Source: an optimization exercise on an open RTL-to-GDS flow (aim: small area, a short achievable clock period and few clock cycles per item). Production flows keep margins and buffers that such runs may drop.
Where RTL was checked, it was by simulation tests only, not by an equivalence proof against the original.

Design bitcoin_hash, start of the top module:
module bitcoin_hash(input logic clk, reset_n, start,
	input logic [15:0] message_addr, output_addr,
	output logic done, mem_we,
	output logic [15:0] mem_addr,
	output logic [31:0] mem_write_data,
	input logic [31:0] mem_read_data);
clock: 9.0 ns
lec_check: 0
abc_area: 1
cap_margin: 20
core_margin: 2
core_utilization: 40
setup_slack_margin: 5
slew_margin: 20
tns_end_percent: 10
run.sh (not shown) runs the stock make flow with config.mk's settings and CLKGATE_MAP_FILE= SYNTH_SCRIPT=/design/flow/synth_recipe.tcl, a recipe that flattens the netlist after the stock synthesis.
The baseline completed without violations.
Change:
Settings changed: TNS_END_PERCENT 10 to not set.
Wire length hardly moves. Core utilization came out higher by 0.11 points. Fmax came out higher by a few percent. Via count came out higher slightly. Non-clock buffer count came out lower by 1.
No functional check of the RTL was part of any run of this note.

========
bitcoin_hash, a different RTL version from the one above (not shown whole).
For scale: ~6700 cells after synthesis, ~1200 flip-flops, about 120 I/O pins, ~58000 um2 of cells after synthesis.
make LEC_CHECK=0 ABC_AREA=1 CAP_MARGIN=20 CORE_MARGIN=2 CORE_UTILIZATION=40 CTS_CLUSTER_DIAMETER=75 CTS_CLUSTER_SIZE=30 SETUP_SLACK_MARGIN=5 SLEW_MARGIN=20 TNS_END_PERCENT=10 finish   # period 9.0 ns
Testbench counts at the start, summed over its fixed seeds: cycles 51,792, jobs 24.
Edit:
==> flow/flow/run.sh (new file) <==
#!/bin/bash
# The standard layout, with the timing repair free to change a cell's
# footprint when it resizes it (the platform default keeps the footprint).
set -euo pipefail
bash standard.sh synth > synth.log 2>&1
bash standard.sh MATCH_CELL_FOOTPRINT=0 finish > layout.log 2>&1
==> flow/standard.sh (new file) <==
#!/bin/bash
# synth_recipe.tcl (not shown) runs the flow's synth.tcl, then flattens the netlist and writes it again
# the make line also repeats each setting of config.mk as NAME=value (left out here)
make -C /OpenROAD-flow-scripts/flow DESIGN_CONFIG=/design/flow/config.mk WORK_HOME=/design/flow/orfs CLKGATE_MAP_FILE= SYNTH_SCRIPT=/design/flow/synth_recipe.tcl "${@:-finish}"
Settings changed: CTS_CLUSTER_DIAMETER 75 to not set, CTS_CLUSTER_SIZE 30 to not set.
removed: flow/run.sh
Effect: The changed run completed without violations; area after synthesis is unchanged; clock-buffer cell count goes up by 88; routed wire length stays flat; design area goes up slightly.
Edit:
==> flow/run.sh (new file) <==
#!/bin/bash
# synth_recipe.tcl (not shown) runs the flow's synth.tcl, then flattens the netlist and writes it again
# the make line also repeats each setting of config.mk as NAME=value (left out here)
make -C /OpenROAD-flow-scripts/flow DESIGN_CONFIG=/design/flow/config.mk WORK_HOME=/design/flow/orfs CLKGATE_MAP_FILE= SYNTH_SCRIPT=/design/flow/synth_recipe.tcl finish
Settings changed: CTS_CLUSTER_DIAMETER set to 60, CTS_CLUSTER_SIZE set to 25.
removed: flow/flow/run.sh
removed: flow/standard.sh
After rerunning: The new run produced a clean layout; critical path depth is unchanged; design area hardly moves; count of clock-buffer cells in the layout goes down by 59; global-route usage hardly moves; synthesized area is unchanged; setup slack gains 0.013 ns; sequential share of layout area came out higher by 0.16 points.

========
The RTL this note starts from:
==> flow/design.v <==
module bitcoin_hash(input logic clk, reset_n, start,
	input logic [15:0] message_addr, output_addr,
	output logic done, mem_we,
	output logic [15:0] mem_addr,
	output logic [31:0] mem_write_data,
	input logic [31:0] mem_read_data);
	function automatic logic [31:0] k(input logic [5:0] i);
		case (i)
			6'd0: k = 32'h428a2f98;
			6'd1: k = 32'h71374491;
			6'd2: k = 32'hb5c0fbcf;
			6'd3: k = 32'he9b5dba5;
			6'd4: k = 32'h3956c25b;
			6'd5: k = 32'h59f111f1;
			6'd6: k = 32'h923f82a4;
			6'd7: k = 32'hab1c5ed5;
			6'd8: k = 32'hd807aa98;
			6'd9: k = 32'h12835b01;
			6'd10: k = 32'h243185be;
			6'd11: k = 32'h550c7dc3;
			6'd12: k = 32'h72be5d74;
			6'd13: k = 32'h80deb1fe;
			6'd14: k = 32'h9bdc06a7;
			6'd15: k = 32'hc19bf174;
			6'd16: k = 32'he49b69c1;
			6'd17: k = 32'hefbe4786;
			6'd18: k = 32'h0fc19dc6;
			6'd19: k = 32'h240ca1cc;
			6'd20: k = 32'h2de92c6f;
			6'd21: k = 32'h4a7484aa;
			6'd22: k = 32'h5cb0a9dc;
			6'd23: k = 32'h76f988da;
			6'd24: k = 32'h983e5152;
			6'd25: k = 32'ha831c66d;
			6'd26: k = 32'hb00327c8;
			6'd27: k = 32'hbf597fc7;
			6'd28: k = 32'hc6e00bf3;
			6'd29: k = 32'hd5a79147;
			6'd30: k = 32'h06ca6351;
			6'd31: k = 32'h14292967;
			6'd32: k = 32'h27b70a85;
			6'd33: k = 32'h2e1b2138;
			6'd34: k = 32'h4d2c6dfc;
			6'd35: k = 32'h53380d13;
			6'd36: k = 32'h650a7354;
			6'd37: k = 32'h766a0abb;
			6'd38: k = 32'h81c2c92e;
			6'd39: k = 32'h92722c85;
			6'd40: k = 32'ha2bfe8a1;
			6'd41: k = 32'ha81a664b;
			6'd42: k = 32'hc24b8b70;
			6'd43: k = 32'hc76c51a3;
			6'd44: k = 32'hd192e819;
			6'd45: k = 32'hd6990624;
			6'd46: k = 32'hf40e3585;
			6'd47: k = 32'h106aa070;
			6'd48: k = 32'h19a4c116;
			6'd49: k = 32'h1e376c08;
			6'd50: k = 32'h2748774c;
			6'd51: k = 32'h34b0bcb5;
			6'd52: k = 32'h391c0cb3;
			6'd53: k = 32'h4ed8aa4a;
			6'd54: k = 32'h5b9cca4f;
			6'd55: k = 32'h682e6ff3;
			6'd56: k = 32'h748f82ee;
			6'd57: k = 32'h78a5636f;
			6'd58: k = 32'h84c87814;
			6'd59: k = 32'h8cc70208;
			6'd60: k = 32'h90befffa;
			6'd61: k = 32'ha4506ceb;
			6'd62: k = 32'hbef9a3f7;
			default: k = 32'hc67178f2;
		endcase
	endfunction
	function automatic logic [31:0] iv(input logic [2:0] i);
		case (i)
			3'd0: iv = 32'h6a09e667;
			3'd1: iv = 32'hbb67ae85;
			3'd2: iv = 32'h3c6ef372;
			3'd3: iv = 32'ha54ff53a;
			3'd4: iv = 32'h510e527f;
			3'd5: iv = 32'h9b05688c;
			3'd6: iv = 32'h1f83d9ab;
			default: iv = 32'h5be0cd19;
		endcase
	endfunction
	function automatic logic [63:0] csa(input logic [31:0] x, y, z);
		csa = {x ^ y ^ z, ((x & y) | (x & z) | (y & z)) << 1};
	endfunction
	function automatic logic [31:0] ror(input logic [31:0] x, input int r);
		ror = (x >> r) | (x << (32 - r));
	endfunction
	logic [31:0] A, B, C, E, F, G, T, P;
	logic [31:0] w [16];
	logic [31:0] mid [8];
	logic [7:0] u;
	logic [5:0] kj;
	logic [4:0] n;
	logic b1, run;
	logic run_n, b1_n;
	logic [7:0] u_n;
	always_comb begin
		run_n = run;
		b1_n = b1;
		u_n = u + 8'd1;
		if (!run) begin
			if (start) begin
				run_n = 1;
				b1_n = 1;
				u_n = 8'd64;
			end
		end else if (b1) begin
			if (u == 8'd139) begin
				b1_n = 0;
				u_n = 8'd0;
			end
		end else begin
			if (u == 8'd130) u_n = 8'd0;
			if (u == 8'd0 && n == 5'd15) run_n = 0;
		end
	end
	logic st_mid, st_iv, ka_mid, ka_iv, fold_mid, fold_iv, kj_clr;
	logic park, mid_rot, mid_ld, mid_first;
	logic w_mem, w_form, w_ff, w_ac, w_g, w_nonce, w_pad, w_640, w_256;
	always_ff @(posedge clk, negedge reset_n) begin
		if (!reset_n) begin
			st_mid <= 0; st_iv <= 0; ka_mid <= 0; ka_iv <= 0;
			fold_mid <= 0; fold_iv <= 0; kj_clr <= 0;
			park <= 0; mid_rot <= 0; mid_ld <= 0; mid_first <= 0;
			w_mem <= 0; w_form <= 0; w_ff <= 0; w_ac <= 0; w_g <= 0;
			w_nonce <= 0; w_pad <= 0; w_640 <= 0; w_256 <= 0;
		end else begin
			st_mid <= run_n && !b1_n && u_n == 8'd0;
			st_iv <= run_n && u_n == 8'd66;
			ka_mid <= run_n && !b1_n && u_n == 8'd1;
			ka_iv <= run_n && u_n == 8'd67;
			kj_clr <= u_n == 8'd65 || (b1_n ? u_n == 8'd139 : u_n == 8'd130);
			fold_mid <= run_n && !b1_n && u_n == 8'd64;
			fold_iv <= run_n && u_n == 8'd130;
			park <= run_n && (b1_n ? u_n == 8'd131 : u_n == 8'd65);
			mid_rot <= run_n && !b1_n && u_n >= 8'd65 && u_n <= 8'd72;
			mid_ld <= run_n && b1_n && u_n >= 8'd131 && u_n <= 8'd138;
			mid_first <= run_n && b1_n && u_n == 8'd131;
			w_form <= run_n && ((u_n >= 8'd81 && u_n <= 8'd128) || (!b1_n && u_n >= 8'd15 && u_n <= 8'd62));
			w_mem <= run_n && (b1_n ? ((u_n >= 8'd65 && u_n <= 8'd80) || u_n == 8'd139)
			                        : (u_n == 8'd130 || u_n == 8'd0 || u_n == 8'd1));
			w_g <= run_n && (b1_n ? u_n == 8'd130 : u_n == 8'd64);
			w_ac <= run_n && !b1_n && u_n == 8'd65;
			w_ff <= run_n && !b1_n && u_n >= 8'd66 && u_n <= 8'd72;
			w_nonce <= run_n && !b1_n && u_n == 8'd2;
			w_pad <= run_n && !b1_n && (u_n == 8'd3 || u_n == 8'd73);
			w_640 <= run_n && !b1_n && u_n == 8'd14;
			w_256 <= run_n && !b1_n && u_n == 8'd80;
		end
	end
	logic [31:0] s0, s1, ch, maj, fold, a_comp, e_comp, t_comp;
	logic [31:0] e1s, e1c, e2s, e2c, t1s, t1c, t2s, t2c, as, ac;
	always_comb begin
		s1 = ror(E, 6) ^ ror(E, 11) ^ ror(E, 25);
		ch = (E & F) ^ (~E & G);
		s0 = ror(A, 2) ^ ror(A, 13) ^ ror(A, 22);
		maj = (A & B) ^ (A & C) ^ (B & C);
		fold = fold_mid ? mid[0] : fold_iv ? iv(3'd0) : 32'd0;
		{e1s, e1c} = csa(P, ch, C);
		{e2s, e2c} = csa(e1s, e1c, s1);
		e_comp = e2s + e2c;
		{t1s, t1c} = csa(P, ch, fold);
		{t2s, t2c} = csa(t1s, t1c, s1);
		t_comp = t2s + t2c;
		{as, ac} = csa(T, maj, s0);
		a_comp = as + ac;
	end
	logic [31:0] ff;
	always_comb ff = (b1 ? iv(3'(u - 8'd131)) : mid[0]) + w[8];
	logic [31:0] wf, wnew, y1s, y1c, y2s, y2c;
	always_comb begin
		{y1s, y1c} = csa(ror(w[14], 17) ^ ror(w[14], 19) ^ (w[14] >> 10), w[9],
		                 ror(w[1], 7) ^ ror(w[1], 18) ^ (w[1] >> 3));
		{y2s, y2c} = csa(y1s, y1c, w[0]);
		wf = y2s + y2c;
		wnew = ({32{w_form}} & wf) | ({32{w_mem}} & mem_read_data) | ({32{w_ff}} & ff)
		     | ({32{w_ac}} & a_comp) | ({32{w_g}} & G)
		     | ({32{w_nonce}} & {27'd0, n}) | (w_pad ? 32'h80000000 : 32'd0)
		     | (w_640 ? 32'd640 : 32'd0) | (w_256 ? 32'd256 : 32'd0);
	end
	logic [31:0] p_h, ps, pc;
	always_comb begin
		p_h = st_mid ? mid[7] : st_iv ? iv(3'd7) : G;
		{ps, pc} = csa(p_h, k(kj), w[15]);
	end
	assign mem_write_data = A;
	always_ff @(posedge clk) begin
		T <= t_comp;
		P <= ps + pc;
		E <= st_mid ? mid[4] : st_iv ? iv(3'd4) : e_comp;
		F <= st_mid ? mid[5] : st_iv ? iv(3'd5) : E;
		G <= st_mid ? mid[6] : st_iv ? iv(3'd6) : F;
		A <= ka_mid ? mid[0] : ka_iv ? iv(3'd0) : a_comp;
		B <= st_mid ? mid[2] : st_iv ? iv(3'd2) : ka_mid ? mid[1] : ka_iv ? iv(3'd1) : A;
		C <= st_mid ? mid[3] : st_iv ? iv(3'd3) : B;
		for (int i = 0; i < 15; i++) w[i] <= w[i+1];
		w[15] <= wnew;
		if (park) begin
			w[8] <= A; w[9] <= B; w[10] <= C;
			w[11] <= E; w[12] <= F; w[13] <= G;
		end
		if (mid_rot || mid_ld) begin
			for (int i = 0; i < 7; i++) mid[i] <= mid[i+1];
			mid[7] <= mid_ld ? (mid_first ? a_comp : ff) : mid[0];
		end
		if (kj_clr) kj <= 6'd0;
		else kj <= kj + 6'd1;
	end
	always_ff @(posedge clk, negedge reset_n) begin
		if (!reset_n) begin
			run <= 0;
			b1 <= 0;
			u <= 0;
			n <= 0;
			done <= 1;
			mem_we <= 0;
			mem_addr <= 0;
		end else begin
			run <= run_n;
			b1 <= b1_n;
			u <= u_n;
			mem_we <= 0;
			mem_addr <= mem_addr + 16'd1;
			if (!run) begin
				done <= !start;
				if (start) begin
					n <= 5'd31;
					mem_addr <= message_addr;
				end
			end else if (b1) begin
				if (u == 8'd137) mem_addr <= message_addr + 16'd16;
			end else begin
				if (u == 8'd128) mem_addr <= message_addr + 16'd16;
				if (u == 8'd0 && n != 5'd31) begin
					mem_we <= 1;
					mem_addr <= output_addr + {12'd0, n[3:0]};
				end
				if (u == 8'd1) n <= n + 5'd1;
			end
		end
	end
endmodule
clock: 9.0 ns
lec_check: 0
abc_area: 1
cap_margin: 20
core_margin: 2
core_utilization: 40
setup_slack_margin: 5
slew_margin: 20
Stock flow here: none of the scripts above is used.
The baseline completed without violations.
Then changed:
ABC_AREA = not set   (was 1)
TNS_END_PERCENT = 10   (was not set)
Clock skew drops by 0.0059 ns.
Register-to-register slack gets worse by 0.30 ns.
Core utilization is higher by 0.42 points.
Design area is lower by 2.4%.
Worst hold slack barely changes.
Via count fell by about 13%.
Non-clock buffer count climbs by 80.
Synthesized cell count came out lower by 21%.
Final cell count is lower by 16%.
Then changed:
ABC_AREA = 1   (was not set)
CORE_UTILIZATION = 50   (was 40)
PLACE_DENSITY = 0.8   (was not set)
=> The changed run went through all stages and came out clean. Clock-buffer cell count drops by 9. Clock skew increases by 0.023 ns. Final area fell by about 0.36%.
Then changed:
==> flow/flow/run.sh (new file) <==
#!/bin/bash
# The standard layout, with the timing repair free to change a cell's
# footprint when it resizes it (the platform default keeps the footprint).
set -euo pipefail
bash standard.sh synth > synth.log 2>&1
bash standard.sh MATCH_CELL_FOOTPRINT=0 finish > layout.log 2>&1
==> flow/standard.sh (new file) <==
#!/bin/bash
# synth_recipe.tcl (not shown) runs the flow's synth.tcl, then flattens the netlist and writes it again
# the make line also repeats each setting of config.mk as NAME=value (left out here)
make -C /OpenROAD-flow-scripts/flow DESIGN_CONFIG=/design/flow/config.mk WORK_HOME=/design/flow/orfs CLKGATE_MAP_FILE= SYNTH_SCRIPT=/design/flow/synth_recipe.tcl "${@:-finish}"
CORE_UTILIZATION = 40   (was 50)
PLACE_DENSITY = not set   (was 0.8)
removed: flow/run.sh
- clock-buffer cell count grows by 5
- hold slack got worse by 0.0036 ns
- wire length goes up by 3.7%
- first-iteration DRC count shrinks by about 14%
- setup slack improves by 0.14 ns
Function was not checked in any run of this note: the RTL went through the layout flow alone.

========
bitcoin_hash with an RTL version that a note above also has.
Size in the first run: roughly 6700 cells after synthesis, about 1200 flip-flops, about 120 I/O pins, roughly 58000 sq um of cells after synthesis.
==> flow/config.mk <==
export PLATFORM = sky130hd
export DESIGN_NAME = bitcoin_hash
export DESIGN_NICKNAME = bitcoin_hash
export VERILOG_FILES = /design/flow/design.v
export SDC_FILE = /design/flow/constraint.sdc
export NUM_CORES = 4
export LEC_CHECK = 0
export ABC_AREA = 1
export CAP_MARGIN = 0
export CORE_MARGIN = 2
export CORE_UTILIZATION = 40
export SETUP_SLACK_MARGIN = 5
export SLEW_MARGIN = 0
export TNS_END_PERCENT = 10
==> flow/constraint.sdc <==
create_clock -name core_clock -period 9.0 [get_ports {clk}]
set_input_delay 1.8000 -clock core_clock [delete_from_list [all_inputs] [get_ports {clk}]]
set_output_delay 1.8000 -clock core_clock [all_outputs]
set_load 0.01 [all_outputs]
Stock flow here: none of the scripts above is used.
Testbench counts at the start, summed over its fixed seeds: cycles 51,792, jobs 24.
Change:
- CAP_MARGIN: 0 -> 20
- CORE_UTILIZATION: 40 -> 50
- PLACE_DENSITY: unset -> 0.8
- SLEW_MARGIN: 0 -> 20
After rerunning: The new run passed the timing, DRC and antenna checks; count of clock-buffer cells in the layout falls by 10; die area goes down by 20%; routed wire length falls by 5.6%; clock skew stays flat; critical path depth goes up by 1; final cell count shrinks by 4.5%; cell area goes down by 1.6%; worst setup slack degrades by 0.22 ns; area after synthesis does not change; fmax shrinks by 5.1%.
Change:
- CORE_UTILIZATION: 50 -> 40
- PLACE_DENSITY: 0.8 -> unset
Utilization goes down by 11 points.
Sequential share of layout area decreases by 0.60 points.
Synthesized cell count is unchanged.
Cell area climbs by 1.6%.
Change:
- ABC_AREA: 1 -> unset
- TNS_END_PERCENT: 10 -> unset
Effect:
- synthesized area shrinks by a few percent
- critical path depth grows by 2
- die area shrinks by a few percent
- cell count shrinks by roughly a tenth

## what the ideal ports hide
Ports are ideal in the flow. The routed layouts listed here were re-timed in OpenROAD.
Step 1, drivers: a clkbuf_16 drives clk and a buf_2 each remaining input, both assumed.
Step 2 adds t to the input delays and takes it off the output delays; t is the mean of the earliest and latest rising clock arrival at the registers after step 1. Input paths then give back, and output paths get back, about the clock's delay inside the block.
a / b / c = ideal ports / drivers / drivers and shift; a / b = the first two.
run | t (ns) | slack for setup (ns) | slew at the worst register clock pin (ns) | pins driven straight from the clock port
the first run of note 1 | 0.885 | 4.853 / 4.853 / 4.577 | 0.07 / 0.07 | 1
the second run of note 1 | 0.885 | 5.005 / 5.005 / 4.563 | 0.07 / 0.07 | 1
the first run of note 2 | 0.810 | 4.906 / 4.906 / 4.335 | 0.12 / 0.12 | 1
the second run of note 2 | 0.862 | 4.924 / 4.924 / 4.187 | 0.07 / 0.07 | 1
the third run of note 2 | 0.850 | 4.937 / 4.937 / 4.257 | 0.10 / 0.10 | 1
the first run of note 3 | 0.841 | 4.947 / 4.939 / 4.410 | 0.08 / 0.08 | 1
the second run of note 3 | 0.803 | 4.645 / 4.645 / 4.105 | 0.07 / 0.07 | 1
the third run of note 3 | 0.843 | 4.757 / 4.757 / 4.396 | 0.07 / 0.07 | 1
the fourth run of note 3 | 0.845 | 4.900 / 4.900 / 4.397 | 0.08 / 0.08 | 1
the first run of note 4 | 0.859 | 4.884 / 4.884 / 4.259 | 0.07 / 0.07 | 1
the second run of note 4 | 0.815 | 4.662 / 4.662 / 4.561 | 0.07 / 0.07 | 1
the third run of note 4 | 0.859 | 4.884 / 4.884 / 4.259 | 0.07 / 0.07 | 1
the fourth run of note 4 | 0.821 | 4.367 / 4.367 / 4.367 | 0.07 / 0.07 | 1
After both steps every run listed still meets setup and hold. The setup slack of the second run of note 2, which loses most, moves by 0.000 ns with the drivers and by -0.737 ns with both steps.
